Context: an optimization exercise on an open-source flow, tuned for small area. The choices shown serve that exercise and are no tape-out recipe. Function was checked by simulation only, so behaviour that the tests miss may differ from the original. No driver is modelled on the clock port, so clocking that relies on it looks cheaper here than on a real chip. No activity file was given, so power comes from the tool's default toggle rates.

==> run K <==
Design Greedy_snake, start of the top module:
module Greedy_snake
(
	input Clk,
	input Rst_n,
	input Left,
	input Right,
	input Up,
	input Down,
	output VSYNC_Sig_out,
	output HSYNC_Sig_out,
	output [4:0] VGA_red_o,
	output [5:0] VGA_green_o,
	output [4:0] VGA_blue_o,
	output vga_blank,
	output vga_sync,
	output [7:0] Smg_duan,
	output [3:0] Smg_we
);
	reg [2:0] kc;
	reg [3:0] k2;
	reg       kany;
	reg [1:0] kidx;
	wire kc_s5 = kc[2] & ~kc[1];
	wire kc_s0 = ~kc[2] & ~kc[0];
	wire kc_s1 = ~kc[1] & kc[0];
	wire [3:0] kin = {Down, Up, Right, Left};
	wire [3:0] kfall = k2 & ~kin;
	always @(posedge Clk or negedge Rst_n)
		if (!Rst_n) begin
			kc <= 3'b000;
			k2 <= 4'd0;
			kany <= 1'b0;
		end else begin
			kc <= {kc[1:0], ~kc[2]};
			if (kc_s5) begin
				k2 <= kin;
				kany <= |kfall;
			end
		end
	always @(posedge Clk)
		if (kc_s5)
			kidx <= kfall[0] ? 2'd0 : kfall[1] ? 2'd1 : kfall[2] ? 2'd2 : 2'd3;
	wire key_any = kany & kc_s0;
	reg [1:0] gs;
	wire st_play = gs[0];
	wire st_end = gs[1];
	reg hit;    
	always @(posedge Clk or negedge Rst_n)
		if (!Rst_n)
			gs <= 2'b00;
		else if (st_end) begin
			if (key_any) gs <= 2'b00;
		end else if (st_play) begin
			if (hit) gs <= 2'b10;
		end else begin
			if (key_any) gs <= 2'b01;
		end
	reg [10:0] rnd;
	reg [4:0] ac;
	reg [5:0] ax;
	reg [4:0] ay;
	reg add;
	reg [5:0] hx;    
	reg [4:0] hy;
	wire ac_end = ~ac[0] & ~ac[2] & ~ac[4];
	wire [5:0] rx = rnd[10:5];
	wire [4:0] ry = rnd[4:0];
	always @(posedge Clk or negedge Rst_n)
		if (!Rst_n)
			rnd <= 11'd0;
		else
			rnd <= rnd + 11'd921;
	always @(posedge Clk or negedge Rst_n)
		if (!Rst_n) begin
  ...
Settings: LEC_CHECK=0, CAP_MARGIN=20, CORE_MARGIN=2, CORE_UTILIZATION=80, PLACE_DENSITY=0.9, SLEW_MARGIN=20; clock period 10.0 ns.
standard.sh (not shown) runs the stock make flow with config.mk's settings and CLKGATE_MAP_FILE= SYNTH_SCRIPT=/design/flow/synth_recipe.tcl, a recipe that flattens the netlist after the stock synthesis.
==> flow/flow/run.sh <==
#!/bin/bash
# Layout flow: the standard ORFS flow (standard.sh) with three changes:
#  - synthesis: the standard synthesis script, but the combinational logic
#    is mapped with an area-oriented ABC script (abc_mine.script, no delay
#    target) and without the full-adder extraction; the registers are the
#    standard synthesis's (same passes up to flip-flop mapping);
#  - clock tree: small sink clusters of clkbuf_4 and no dummy loads; if the
#    clock tree tool finds no clustering solution with those limits, the
#    clock tree is built again with clusters of clkbuf_8 (which keep the
#    flip-flop clock slew low without clustering too);
#  - port buffers: minimum-size buffers.
# The make output goes to flow_make.log; each ORFS step keeps its own log
# under orfs/logs/.
set -euo pipefail
W=$PWD
export MY_ABC_SCRIPT=$W/flow/abc_mine.script
COMMON=(
  "SYNTH_SCRIPT=$W/flow/synth_recipe_area.tcl"
  "ADDER_MAP_FILE="
  "BUFFER_PORTS_ARGS=-buffer_cell sky130_fd_sc_hd__buf_1"
)
CTS="CTS_ARGS=-sink_clustering_enable -repair_clock_nets -dont_use_dummy_load -sink_clustering_size 10 -sink_clustering_max_diameter 50 -buf_list {sky130_fd_sc_hd__clkbuf_4}"
CTS_BIG="CTS_ARGS=-sink_clustering_enable -repair_clock_nets -dont_use_dummy_load -sink_clustering_size 14 -sink_clustering_max_diameter 70 -buf_list {sky130_fd_sc_hd__clkbuf_8}"
bash standard.sh "${COMMON[@]}" "$CTS" cts > flow_make.log 2>&1
CTS_LOG=$(ls "$W"/orfs/logs/*/Greedy_snake/base/4_1_cts.log)
if ! grep -q "A clustering solution was found" "$CTS_LOG"; then
  echo "no clustering solution with clkbuf_4; building the clock tree with clkbuf_8" >> flow_make.log
  cp "$CTS_LOG" "$W/cts_clkbuf4_attempt.log"
  bash standard.sh "${COMMON[@]}" "$CTS" clean_cts >> flow_make.log 2>&1
  CTS="$CTS_BIG"
  bash standard.sh "${COMMON[@]}" "$CTS" cts >> flow_make.log 2>&1
fi
bash standard.sh "${COMMON[@]}" "$CTS" finish >> flow_make.log 2>&1
==> flow/flow/abc_mine.script <==
strash
&get -n
&fraig -x
&put
scorr
dc2
dretime
strash
&get -n
&dch -f
&nf -R 100
&put
Other scripts of this flow, unchanged in this note and not shown: flow/flow/synth_recipe_area.tcl
==> inputs of run D, as changes to run K <==
--- a/flow/design.v
+++ b/flow/design.v
@@ -91,12 +91,11 @@
 	reg [1:0] dr;    
 	reg [1:0] mv [0:14];
 	reg [3:0] vcp;   
 	reg [3:0] lcp;   
 	reg eat_s;
-	reg [3:1] hidx_r;
-	wire [3:0] hidx = {hidx_r, 1'b0};
+	reg [3:0] hidx;  
 	integer i;
 	always @(posedge Clk or negedge Rst_n)
 		if (!Rst_n)
 			sc <= 11'd13;
 		else if (step)
@@ -110,11 +109,11 @@
 			dr <= {~kidx[1], kidx[0]};
 	wire wallc = ((dr == 2'b00) && (hy == 5'd1)) |
 	             ((dr == 2'b01) && (hy == 5'd28)) |
 	             ((dr == 2'b10) && (hx == 6'd1)) |
 	             ((dr == 2'b11) && (hx == 6'd38));
-	wire bodyc = (hidx != 4'd0) & (hidx <= lcp);
+		wire bodyc = (hidx != 4'd0) & (hidx <= lcp);
 	wire rstep = step & st_end;                       
 	wire mstep = step & ~st_end & ~wallc & ~bodyc;    
 	reg [5:0] hx_n;
 	reg [4:0] hy_n;
 	always @(*) begin
@@ -219,17 +218,17 @@
 	wire [4:0] ty = dmode ? cy : hy;
 	reg [5:0] wx;
 	reg [4:0] wy;
 	wire [1:0] mvj = mv[j];
 	wire cmpv = (wx == tx) & (wy == ty) & (j <= vcp);
-	reg [3:0] nidx;
+	reg [3:0] nidx;    
+	reg n0;            
 	reg [3:0] midx;    
 	reg wclean;        
 	reg rb;            
-	wire nnone = (nidx == 4'd15);
-	wire [3:0] ninc = nidx + 4'd1;    
-	wire [3:0] nfin = nnone ? (cmpv ? 4'd15 : 4'd0) : nidx;
+	wire [3:0] nshift = n0 ? 4'd1 : ((nidx != 4'd0) ? nidx + 4'd1 : 4'd0);
+	wire [3:0] nfin = (nidx != 4'd0) ? nidx : (cmpv ? 4'd15 : 4'd0);
 	always @(posedge Clk)
 		if (j15) begin
 			wx <= hx_n;
 			wy <= hy_n;
 		end else if (!mstep)
@@ -238,24 +237,28 @@
 				2'b01: wy <= wy - 5'd1;
 				2'b10: wx <= wx + 6'd1;
 				2'b11: wx <= wx - 6'd1;
 			endcase
 	always @(posedge Clk)
-		if (j15)
-			nidx <= 4'd15;
-		else if (mstep)
-			nidx <= nnone ? 4'd15 : ninc;
-		else if (cmpv && nnone && (dmode || j != 4'd0))
+		if (j15) begin
+			nidx <= 4'd0;
+			n0 <= 1'b0;
+		end else if (mstep) begin
+			nidx <= nshift;
+			n0 <= 1'b0;
+		end else if (j == 4'd0)
+			n0 <= cmpv;
+		else if (cmpv && nidx == 4'd0)
 			nidx <= j;
 	always @(posedge Clk)
 		if (j15)
-			midx <= mstep ? ninc : nfin;
+			midx <= mstep ? nshift : nfin;
 		else if (mstep)
 			midx <= headp ? 4'd1 : ((midx != 4'd0 && midx != 4'd15) ? midx + 4'd1 : 4'd0);
 	always @(posedge Clk)
 		if (j15 & ~dmode & wclean & ~mstep & ~rstep)
-			hidx_r <= nfin[3:1];
+			hidx <= nfin;
 	always @(posedge Clk or negedge Rst_n)
 		if (!Rst_n) begin
 			wclean <= 1'b0;
 			rb <= 1'b1;
 		end else begin
==> flow/flow/run.sh (replaced) <==
#!/bin/bash
# Layout flow: the standard ORFS flow (standard.sh) with three changes:
#  - synthesis: the standard synthesis script, but the combinational logic
#    is mapped with an area-oriented ABC script (abc_mine.script, no delay
#    target) and without the full-adder extraction; the registers are the
#    standard synthesis's (same passes up to flip-flop mapping);
#  - clock tree: fewer, larger sink clusters of clkbuf_8 and no dummy loads;
#  - port buffers: minimum-size buffers.
# The make output goes to flow_make.log; each ORFS step keeps its own log
# under orfs/logs/.
set -euo pipefail
W=$PWD
export MY_ABC_SCRIPT=$W/flow/abc_mine.script
bash standard.sh \
  "SYNTH_SCRIPT=$W/flow/synth_recipe_area.tcl" \
  "ADDER_MAP_FILE=" \
  "CTS_ARGS=-sink_clustering_enable -repair_clock_nets -dont_use_dummy_load -sink_clustering_size 14 -sink_clustering_max_diameter 70 -buf_list {sky130_fd_sc_hd__clkbuf_8}" \
  "BUFFER_PORTS_ARGS=-buffer_cell sky130_fd_sc_hd__buf_1" \
  finish > flow_make.log 2>&1
==> flow/flow/abc_mine.script (replaced) <==
strash
&get -n
&fraig -x
&put
scorr
dc2
dretime
strash
&get -n
&dch -f
&nf
&put
--- a/flow/config.mk
+++ b/flow/config.mk
@@ -5,8 +5,8 @@
 export SDC_FILE = /design/flow/constraint.sdc
 export NUM_CORES = 4
 export LEC_CHECK = 0
 export CAP_MARGIN = 20
 export CORE_MARGIN = 2
-export CORE_UTILIZATION = 80
-export PLACE_DENSITY = 0.9
+export CORE_UTILIZATION = 65
+export PLACE_DENSITY = 0.8
 export SLEW_MARGIN = 20
==> inputs of run F, as changes to run K <==
--- a/flow/design.v
+++ b/flow/design.v
@@ -91,12 +91,11 @@
 	reg [1:0] dr;    
 	reg [1:0] mv [0:14];
 	reg [3:0] vcp;   
 	reg [3:0] lcp;   
 	reg eat_s;
-	reg [3:1] hidx_r;
-	wire [3:0] hidx = {hidx_r, 1'b0};
+	reg [3:0] hidx;  
 	integer i;
 	always @(posedge Clk or negedge Rst_n)
 		if (!Rst_n)
 			sc <= 11'd13;
 		else if (step)
@@ -110,11 +109,11 @@
 			dr <= {~kidx[1], kidx[0]};
 	wire wallc = ((dr == 2'b00) && (hy == 5'd1)) |
 	             ((dr == 2'b01) && (hy == 5'd28)) |
 	             ((dr == 2'b10) && (hx == 6'd1)) |
 	             ((dr == 2'b11) && (hx == 6'd38));
-	wire bodyc = (hidx != 4'd0) & (hidx <= lcp);
+		wire bodyc = (hidx != 4'd0) & (hidx <= lcp);
 	wire rstep = step & st_end;                       
 	wire mstep = step & ~st_end & ~wallc & ~bodyc;    
 	reg [5:0] hx_n;
 	reg [4:0] hy_n;
 	always @(*) begin
@@ -219,17 +218,17 @@
 	wire [4:0] ty = dmode ? cy : hy;
 	reg [5:0] wx;
 	reg [4:0] wy;
 	wire [1:0] mvj = mv[j];
 	wire cmpv = (wx == tx) & (wy == ty) & (j <= vcp);
-	reg [3:0] nidx;
+	reg [3:0] nidx;    
+	reg n0;            
 	reg [3:0] midx;    
 	reg wclean;        
 	reg rb;            
-	wire nnone = (nidx == 4'd15);
-	wire [3:0] ninc = nidx + 4'd1;    
-	wire [3:0] nfin = nnone ? (cmpv ? 4'd15 : 4'd0) : nidx;
+	wire [3:0] nshift = n0 ? 4'd1 : ((nidx != 4'd0) ? nidx + 4'd1 : 4'd0);
+	wire [3:0] nfin = (nidx != 4'd0) ? nidx : (cmpv ? 4'd15 : 4'd0);
 	always @(posedge Clk)
 		if (j15) begin
 			wx <= hx_n;
 			wy <= hy_n;
 		end else if (!mstep)
@@ -238,24 +237,28 @@
 				2'b01: wy <= wy - 5'd1;
 				2'b10: wx <= wx + 6'd1;
 				2'b11: wx <= wx - 6'd1;
 			endcase
 	always @(posedge Clk)
-		if (j15)
-			nidx <= 4'd15;
-		else if (mstep)
-			nidx <= nnone ? 4'd15 : ninc;
-		else if (cmpv && nnone && (dmode || j != 4'd0))
+		if (j15) begin
+			nidx <= 4'd0;
+			n0 <= 1'b0;
+		end else if (mstep) begin
+			nidx <= nshift;
+			n0 <= 1'b0;
+		end else if (j == 4'd0)
+			n0 <= cmpv;
+		else if (cmpv && nidx == 4'd0)
 			nidx <= j;
 	always @(posedge Clk)
 		if (j15)
-			midx <= mstep ? ninc : nfin;
+			midx <= mstep ? nshift : nfin;
 		else if (mstep)
 			midx <= headp ? 4'd1 : ((midx != 4'd0 && midx != 4'd15) ? midx + 4'd1 : 4'd0);
 	always @(posedge Clk)
 		if (j15 & ~dmode & wclean & ~mstep & ~rstep)
-			hidx_r <= nfin[3:1];
+			hidx <= nfin;
 	always @(posedge Clk or negedge Rst_n)
 		if (!Rst_n) begin
 			wclean <= 1'b0;
 			rb <= 1'b1;
 		end else begin
==> flow/flow/run.sh (replaced) <==
#!/bin/bash
# Layout flow: the standard ORFS flow (standard.sh) with three changes:
#  - synthesis: the standard synthesis script, but the combinational logic
#    is mapped with an area-oriented ABC script (abc_mine.script, no delay
#    target) and without the full-adder extraction; the registers are the
#    standard synthesis's (same passes up to flip-flop mapping);
#  - clock tree: fewer, larger sink clusters of clkbuf_8 and no dummy loads;
#  - port buffers: minimum-size buffers.
# The make output goes to flow_make.log; each ORFS step keeps its own log
# under orfs/logs/.
set -euo pipefail
W=$PWD
export MY_ABC_SCRIPT=$W/flow/abc_mine.script
bash standard.sh \
  "SYNTH_SCRIPT=$W/flow/synth_recipe_area.tcl" \
  "ADDER_MAP_FILE=" \
  "CTS_ARGS=-sink_clustering_enable -repair_clock_nets -dont_use_dummy_load -sink_clustering_size 8 -sink_clustering_max_diameter 40 -buf_list {sky130_fd_sc_hd__clkbuf_4}" \
  "BUFFER_PORTS_ARGS=-buffer_cell sky130_fd_sc_hd__buf_1" \
  finish > flow_make.log 2>&1
==> inputs of run P, as changes to run K <==
--- a/flow/design.v
+++ b/flow/design.v
@@ -186,33 +186,35 @@
 	wire [3:0] pxl = t16 - 4'd1;
 	reg [5:0] pxh;
 	wire [9:0] px = {pxh, pxl};
 	reg [9:0] py;
 	reg [2:0] rgb;
-	wire px_end = (pxh == 6'd40) & (t16 == 4'd0);
+	wire pxh40 = pxh[5] & ~pxh[4] & pxh[3];                  
+	wire py488 = ~py[9] & (py[8:3] == 6'b111101);            
+	wire px_end = pxh40 & (t16 == 4'd0);
 	always @(posedge Clk or negedge Rst_n)
 		if (!Rst_n) begin
 			pxh <= 6'd40;
 			py <= 10'd990;
 		end else begin
 			if (t16 == 4'd0)
-				pxh <= (pxh == 6'd40) ? 6'd55 : pxh + 6'd1;
-			if (py == 10'd488)
+				pxh <= pxh40 ? 6'd55 : pxh + 6'd1;
+			if (py488)
 				py <= 10'd991;
 			else if (px_end)
 				py <= py + 10'd1;
 		end
 	wire p_hs = ~(px[9] & px[8] & ~(px[7] & px[6] & (px[5] | px[4])));
-	wire p_vs = ~((py == 10'd991) | (py == 10'd992) | (py == 10'd488));
+	wire p_vs = ~((py[9] & ((py[5:0] == 6'd31) | (py[5:0] == 6'd32))) | py488);    
 	wire inx = ~px[9] | (~px[8] & ~px[7]);
 	wire iny = ~py[9] & ~(py[8] & py[7] & py[6] & py[5]);
 	wire inr = inx & iny;
 	wire [5:0] cx = px[9:4];
 	wire [4:0] cy = py[8:4];
 	wire [3:0] lox = px[3:0];
 	wire [3:0] loy = py[3:0];
-	wire wallp = (cx == 6'd0) | (cy == 5'd0) | (cx == 6'd39) | (cy == 5'd29);
+	wire wallp = (cx == 6'd0) | (cy == 5'd0) | (cx[5] & cx[2] & cx[1] & cx[0]) | (cy[4] & cy[3] & cy[2] & cy[0]);
 	wire headp = (cx == hx) & (cy == hy);
 	wire [3:0] j = px[3:0];
 	wire j15 = &j;
 	wire dmode = (cx <= 6'd37);
 	wire [5:0] tx = dmode ? cx + 6'd1 : hx;
@@ -274,18 +276,18 @@
 	wire applep = (cx == ax) & (cy == ay);
 	wire corner = ((lox == 4'd0) | (lox == 4'd15)) & ((loy == 4'd0) | (loy == 4'd15));
 	reg [9:0] sh;
 	reg [9:0] sv;
 	wire first = sv[9] & sv[5];    
-	wire sh_end = (sh == 10'd800);
+	wire sh_end = sh[9] & sh[8] & sh[5];    
 	always @(posedge Clk or negedge Rst_n)
 		if (!Rst_n) begin
 			sh <= 10'd800;
 			sv <= 10'd1023;
 		end else begin
 			sh <= sh_end ? 10'd0 : sh + 10'd1;
-			if (sv == 10'd525)
+			if (sv[9] & ~sv[4] & sv[3] & sv[2] & sv[0])    
 				sv <= 10'd0;
 			else if (sh_end)
 				sv <= sv + 10'd1;
 		end
 	always @(posedge Clk)
@@ -310,59 +312,56 @@
 	assign VGA_red_o = {5{r_o}};
 	assign VGA_green_o = {6{g_o}};
 	assign VGA_blue_o = {5{b_o}};
 	assign vga_blank = VSYNC_Sig_out & HSYNC_Sig_out;
 	assign vga_sync = 1'b0;
-	reg [4:0] sm;
+	reg [1:0] sp;
+	reg [2:0] sq;
+	reg started;
 	reg [15:0] pts;
 	reg eat_m;
 	reg [3:0] dig;
-	wire started = ~(sm[4] & sm[3]);
-	wire u0 = (sm == 5'd5) | (sm == 5'd31);
-	wire u1 = (sm == 5'd10);
-	wire u2 = (sm == 5'd15);
-	wire u3 = (sm == 5'd20);
+	wire sq_end = sq[2] & ~sq[1];
 	always @(posedge Clk or negedge Rst_n)
-		if (!Rst_n)
-			sm <= 5'd26;
-		else if (u3)
-			sm <= 5'd0;
-		else if (sm == 5'd31)
-			sm <= 5'd6;
-		else
-			sm <= sm + 5'd1;
-	always @(posedge Clk)
-		if (u0)
-			dig <= pts[3:0];
-		else if (u1)
-			dig <= pts[7:4];
-		else if (u2)
-			dig <= pts[11:8];
-		else if (u3 & (pts[15:12] <= 4'd9))
-			dig <= pts[15:12];
-	reg [7:0] seg;
-	always @(*)
-		case (dig)
-			4'd0: seg = 8'b1100_0000;
-			4'd1: seg = 8'b1111_1001;
-			4'd2: seg = 8'b1010_0100;
-			4'd3: seg = 8'b1011_0000;
-			4'd4: seg = 8'b1001_1001;
-			4'd5: seg = 8'b1001_0010;
-			4'd6: seg = 8'b1000_0010;
-			4'd7: seg = 8'b1111_1000;
-			4'd8: seg = 8'b1000_0000;
-			default: seg = 8'b1001_0000;
-		endcase
+		if (!Rst_n) begin
+			sp <= 2'd3;
+			sq <= 3'b000;
+			started <= 1'b0;
+		end else if (sq_end) begin
+			sp <= sp + 2'd1;
+			sq <= (sp == 2'd2) ? 3'b000 : 3'b001;
+			started <= 1'b1;
+		end else
+			sq <= {sq[1:0], ~sq[2]};
+	always @(posedge Clk)
+		if (sq_end)
+			case (sp)
+				2'd3: dig <= pts[3:0];
+				2'd0: dig <= pts[7:4];
+				2'd1: dig <= pts[11:8];
+				default: if (pts[15:12] <= 4'd9) dig <= pts[15:12];
+			endcase
+	wire [3:0] d = dig;
+	wire [7:0] seg;
+	assign seg[7] = 1'b1;
+	assign seg[6] = (d[0] & d[1] & d[2]) | (~d[1] & ~d[2] & ~d[3]);
+	assign seg[5] = (d[0] & d[1]) | (d[1] & ~d[2]) | (d[0] & ~d[2] & ~d[3]);
+	assign seg[4] = d[0] | (~d[1] & d[2]);
+	assign seg[3] = (~d[0] & ~d[1] & d[2]) | (d[0] & d[1] & d[2]) | (d[0] & ~d[1] & ~d[2] & ~d[3]);
+	assign seg[2] = ~d[0] & d[1] & ~d[2];
+	assign seg[1] = (d[0] & ~d[1] & d[2]) | (~d[0] & d[1] & d[2]);
+	assign seg[0] = (~d[0] & ~d[1] & d[2]) | (d[0] & ~d[1] & ~d[2] & ~d[3]);
 	assign Smg_duan = started ? seg : 8'd0;
 	reg [3:0] we;
 	always @(*)
 		if (!started) we = 4'b0000;
-		else if (sm <= 5'd5) we = 4'b0111;
-		else if (sm <= 5'd10) we = 4'b1110;
-		else if (sm <= 5'd15) we = 4'b1101;
-		else we = 4'b1011;
+		else case (sp)
+			2'd3: we = 4'b0111;
+			2'd0: we = 4'b1110;
+			2'd1: we = 4'b1101;
+			default: we = 4'b1011;
+		endcase
 	assign Smg_we = we;
 	always @(posedge Clk or negedge Rst_n)
 		if (!Rst_n)
 			eat_m <= 1'b0;
 		else if (!st_end)
--- a/flow/flow/run.sh
+++ b/flow/flow/run.sh
@@ -17,11 +17,11 @@
 COMMON=(
   "SYNTH_SCRIPT=$W/flow/synth_recipe_area.tcl"
   "ADDER_MAP_FILE="
   "BUFFER_PORTS_ARGS=-buffer_cell sky130_fd_sc_hd__buf_1"
 )
-CTS="CTS_ARGS=-sink_clustering_enable -repair_clock_nets -dont_use_dummy_load -sink_clustering_size 10 -sink_clustering_max_diameter 50 -buf_list {sky130_fd_sc_hd__clkbuf_4}"
+CTS="CTS_ARGS=-sink_clustering_enable -repair_clock_nets -dont_use_dummy_load -sink_clustering_size 8 -sink_clustering_max_diameter 40 -buf_list {sky130_fd_sc_hd__clkbuf_4}"
 CTS_BIG="CTS_ARGS=-sink_clustering_enable -repair_clock_nets -dont_use_dummy_load -sink_clustering_size 14 -sink_clustering_max_diameter 70 -buf_list {sky130_fd_sc_hd__clkbuf_8}"
 bash standard.sh "${COMMON[@]}" "$CTS" cts > flow_make.log 2>&1
 CTS_LOG=$(ls "$W"/orfs/logs/*/Greedy_snake/base/4_1_cts.log)
 if ! grep -q "A clustering solution was found" "$CTS_LOG"; then
   echo "no clustering solution with clkbuf_4; building the clock tree with clkbuf_8" >> flow_make.log
==> flow/config.mk (replaced) <==
export PLATFORM = sky130hd
export DESIGN_NAME = Greedy_snake
export DESIGN_NICKNAME = Greedy_snake
export VERILOG_FILES = /design/flow/design.v
export SDC_FILE = /design/flow/constraint.sdc
export NUM_CORES = 4
export LEC_CHECK = 0
export CAP_MARGIN = 0
export CORE_MARGIN = 2
export CORE_UTILIZATION = 80
export PLACE_DENSITY = 0.9
export SLEW_MARGIN = 0
==> comparison table <==
| metric | run D | run K | run F | run P |
|---|---|---|---|---|
| Run status | complete, no violations | complete, no violations | complete, no violations | complete, no violations |
| Area Growth Syn to Fin | 5.22% | 5.12% | 4.59% | 4.66% |
| Peak per-stage delay on the critical path | 0.68 ns | 0.56 ns | 0.65 ns | 0.69 ns |
| Period minus WS final | 4.55 ns | 4.86 ns | 4.78 ns | 4.44 ns |
| Post-synthesis share of cell area spent on and, or, nand and nor gates | 0.202 | 0.200 | 0.195 | 0.194 |
| Share of synthesized cell area in full adder, half adder and majority cells | 0.00679 | 0.00790 | 0.00783 | 0.00717 |
| Initial Util | 0.657 | 0.810 | 0.814 | 0.817 |
| Internal | 1.01 mW | 0.993 mW | 0.987 mW | 0.968 mW |
| # clock sinks | 202 | 200 | 202 | 194 |
| PwrDens | 118 mW/mm2 | 117 mW/mm2 | 118 mW/mm2 | 119 mW/mm2 |
| Sum of buffers and inverters on the critical path | 1 | 1 | 1 | 0 |
| Area of the die | 0.0169 mm2 | 0.0136 mm2 | 0.0137 mm2 | 0.0131 mm2 |
| Number of global-route vias before repair | 7206 | 7506 | 7560 | 7718 |
| Post-detailed-route via-to-cell ratio | 6.07 | 6.65 | 6.51 | 6.90 |
| Type of element capturing the critical path | output port | register | output port | register |
| Critical-path maximum fanout | 11 | 20 | 15 | 16 |
| Count of cell instances traversed by the critical path | 5 | 17 | 5 | 13 |
| Worst flop-to-flop path startpoint | dr[0] | rnd[1] | rnd[3] | rnd[2] |
| Number of instances in the synthesized netlist | 1052 | 1019 | 1040 | 983 |
| Clock insertion delay at the later pin of the skew report | 0.51 ns | 0.48 ns | 0.70 ns | 0.48 ns |
| Fmax | 220 MHz | 206 MHz | 209 MHz | 225 MHz |
| FILL cells | 1217 | 732 | 713 | 656 |
| Met3 usage in global routing | 0.0365 | 0.0794 | 0.0505 | 0.0783 |

[re-timing with driven ports]
Ports are ideal in the flow. The routed layouts listed here were re-timed in OpenROAD. Step 1 (the two cells are an assumption about what drives the block):
set clk [get_ports {Clk}]
set_driving_cell -lib_cell sky130_fd_sc_hd__clkbuf_16 $clk
set_driving_cell -lib_cell sky130_fd_sc_hd__buf_2 [delete_from_list [all_inputs] $clk]
Step 2 adds t to the input delays and takes it off the output delays; t is the mean of the earliest and latest rising clock arrival at the registers after step 1. Input paths then give back, and output paths get back, about the clock's delay inside the block. Slacks: no drivers / after step 1 / after step 2; pairs: no drivers / after step 1.
run | shift t [ns] | slack for setup (ns) | worst setup path after step 2 | clock arrival spread, ns | worst data-port slew with drivers (ns)
run K | 0.499 | 5.140 / 5.140 / 5.140 | register to register | 0.031 / 0.032 | 0.03
run D | 0.533 | 5.447 / 5.405 / 5.634 | register to register | 0.039 / 0.038 | 0.03
run F | 0.684 | 5.221 / 5.183 / 5.286 | register to register | 0.102 / 0.102 | 0.03
run P | 0.506 | 5.556 / 5.556 / 5.556 | register to register | 0.027 / 0.026 | 0.04
After both steps setup and hold are still met in every run listed.
